This is an optimization exercise on Yosys and OpenROAD, whose aim is small area, a short achievable clock period and few clock cycles per item, not a production implementation.
RTL that was checked went through simulation tests only; none was proved equivalent to the original.

Setup of run a:
// dotproduct
module dotproduct (
    input  logic         clk_i,
    input  logic         rst_ni,
    input  logic         start_i,
    input  logic [7:0]   nnz_i,
    input  logic [31:0]  a0_i, a1_i, a2_i, a3_i, a4_i,
                         a5_i, a6_i, a7_i, a8_i, a9_i,
    input  logic [31:0]  b0_i, b1_i, b2_i, b3_i, b4_i,
                         b5_i, b6_i, b7_i, b8_i, b9_i,
    input  logic [31:0]  c_i,
    output logic [63:0]  result_o,
    output logic         busy_o,
    output logic         result_valid_o,
    output logic [31:0]  cycle_count_o
);
    logic        fvalid;      
    logic        fetching;    
    logic        flast;       
    logic        valid_q;
    logic [3:0]  cnt_q;       
    logic [9:0]  sel;         
    logic        pend;        
    logic        plast;       
    logic [16:0] P;           
    logic [31:0] M;           
    logic [7:0]  bneg, bone, btwo;    
    logic        sh;          
    logic [63:0] acc;
    wire start_ok = start_i & ~fvalid;
    wire issue0   = start_ok | (fetching & ~pend);    
  ...
Size in the first run: ~3800 cells after synthesis, about 170 flip-flops, roughly 780 I/O pins, roughly 27000 um^2 of cells after synthesis.
==> flow/config.mk <==
export PLATFORM = sky130hd
export DESIGN_NAME = dotproduct
export DESIGN_NICKNAME = dotproduct
export VERILOG_FILES = /design/flow/design.v
export SDC_FILE = /design/flow/constraint.sdc
export NUM_CORES = 4
export LEC_CHECK = 0
export ABC_AREA = 1
export CAP_MARGIN = 50
export CORE_MARGIN = 2
export CORE_UTILIZATION = 40
export CTS_BUF_LIST = sky130_fd_sc_hd__clkbuf_4 sky130_fd_sc_hd__clkbuf_8
export SLEW_MARGIN = 60
==> flow/constraint.sdc <==
create_clock -name core_clock -period 15.0 [get_ports {clk_i}]
set_input_delay 3.0000 -clock core_clock [delete_from_list [all_inputs] [get_ports {clk_i}]]
set_output_delay 3.0000 -clock core_clock [all_outputs]
set_load 0.01 [all_outputs]
standard.sh (not shown) runs the stock make flow with config.mk's settings and CLKGATE_MAP_FILE= SYNTH_SCRIPT=/design/flow/synth_recipe.tcl, a recipe that flattens the netlist after the stock synthesis.
==> flow/flow/run.sh <==
#!/bin/bash
set -o pipefail
export BUFFER_PORTS_ARGS="-buffer_cell sky130_fd_sc_hd__buf_1"
bash standard.sh SETUP_SLACK_MARGIN=9.25 finish > standard.log 2>&1
Changes in run b relative to run a:
--- a/flow/design.v
+++ b/flow/design.v
@@ -14,26 +14,23 @@
     output logic [31:0]  cycle_count_o
 );
     logic        fvalid;      
     logic        fetching;    
     logic        flast;       
     logic        valid_q;
     logic [3:0]  cnt_q;       
     logic [9:0]  sel;         
-    logic        pend;        
-    logic        plast;       
-    logic [16:0] P;           
+    logic        ch;          
     logic [31:0] M;           
     logic [7:0]  bneg, bone, btwo;    
     logic        sh;          
     logic [63:0] acc;
     wire start_ok = start_i & ~fvalid;
-    wire issue0   = start_ok | (fetching & ~pend);    
-    wire go       = issue0 | pend;                     
+    wire go       = start_ok | fetching;
     logic [31:0] A, B;
     always_comb begin
         A = ({32{sel[0]}} & a0_i) | ({32{sel[1]}} & a1_i) | ({32{sel[2]}} & a2_i) |
             ({32{sel[3]}} & a3_i) | ({32{sel[4]}} & a4_i) | ({32{sel[5]}} & a5_i) |
             ({32{sel[6]}} & a6_i) | ({32{sel[7]}} & a7_i) | ({32{sel[8]}} & a8_i) |
             ({32{sel[9]}} & a9_i);
         B = ({32{sel[0]}} & b0_i) | ({32{sel[1]}} & b1_i) | ({32{sel[2]}} & b2_i) |
             ({32{sel[3]}} & b3_i) | ({32{sel[4]}} & b4_i) | ({32{sel[5]}} & b5_i) |
@@ -42,46 +39,50 @@
     end
     logic [9:0] lastsel;
     always_comb begin
         for (int k = 0; k < 10; k++) lastsel[k] = (nnz_i == 8'(k + 1));
     end
     wire nA = (A[31:15] == {17{A[31]}});    
     wire nB = (B[31:15] == {17{B[31]}});
     wire two  = ~nA & ~nB;
-    wire [31:0] X  = pend ? M : (nB ? A : B);
-    wire [16:0] Qn = pend ? P : (nB ? {B[15:0], 1'b0} : {A[15:0], 1'b0});
+    wire [31:0] X  = nB ? A : B;
+    wire [16:0] Qn = ch ? A[31:15] : (nB ? {B[15:0], 1'b0} : {A[15:0], 1'b0});
+    wire last_chunk = ~two | ch;
     wire last_elem  = |(sel & lastsel);
+    wire last_job   = last_chunk & last_elem;
     always_ff @(posedge clk_i) begin
         M     <= X;
-        P     <= A[31:15];
-        plast <= last_elem;
         for (int i = 0; i < 8; i++) begin
             bneg[i] <= go & Qn[2*i+2];
             bone[i] <= go & (Qn[2*i] ^ Qn[2*i+1]);
             btwo[i] <= go & ((Qn[2*i+2] & ~Qn[2*i+1] & ~Qn[2*i]) |
                              (~Qn[2*i+2] & Qn[2*i+1] & Qn[2*i]));
         end
-        sh    <= pend;
-        flast <= pend ? plast : (last_elem & ~two);
+        sh    <= ch;
+        flast <= last_job;
     end
     always_ff @(posedge clk_i or negedge rst_ni) begin
         if (!rst_ni) begin
             fvalid   <= 1'b0;
             fetching <= 1'b0;
-            pend     <= 1'b0;
             valid_q  <= 1'b0;
             cnt_q    <= 4'd0;
             sel      <= 10'd1;
+            ch       <= 1'b0;
         end else begin
             fvalid   <= go;
-            pend     <= issue0 & two;
-            if (issue0) begin
-                fetching <= ~last_elem;
-                sel      <= last_elem ? 10'd1 : {sel[8:0], 1'b0};
+            fetching <= go & ~last_job;
+            if (go) begin
+                if (last_chunk) begin
+                    ch  <= 1'b0;
+                    sel <= last_elem ? 10'd1 : {sel[8:0], 1'b0};
+                end else begin
+                    ch  <= 1'b1;
+                end
             end
             if (start_ok) begin
                 valid_q <= 1'b0;
                 cnt_q   <= nnz_i[3:0];
             end else if (fvalid & flast) begin
                 valid_q <= 1'b1;
             end
         end
==> comparison <==
The flow did not stop early for run b: all stages ran, and the layout cleared the timing, design-rule and antenna checks.
The number of synthesized register bits of run b falls short of that of run a by 18.
Of run a and run b, the run reporting the higher via density per instance was run b.
Compared with run a, in run b final area lower, final non-filler cell total higher, total number of sequential cells lower, share of synthesized area spent on multiplexers roughly the same.
Side by side, parity-gate share of the synthesized area counting xor and xnor cells turned out higher in run b than in run a.
| largest driver fanout on the critical path | higher: run b |
Testbench counts of run b, summed over its fixed seeds: cycles 18,851, items 2,400.
No functional check of the RTL was part of run a.

==> re-timing with driven ports <==
Ports are ideal in the flow. The routed layouts listed here were re-timed in OpenROAD. Step 1 assumes that a clkbuf_16 drives the clock port and a buf_2 every other input. Step 2 also shifts input and output timing later by t, the mid clock arrival at the registers, as if the neighbouring blocks saw the same clock. Three values: no drivers, after step 1, after step 2; two values: the first two.
run | t (ns) | setup WS [ns] | worst data-port slew with drivers (ns) | pins driven straight from the clock port
run a | 0.642 | 9.110 / 9.040 / 9.286 | 0.32 | 1
run b | 0.605 | 9.312 / 9.250 / 9.323 | 0.24 | 1
After both steps setup and hold are still met in every run listed.
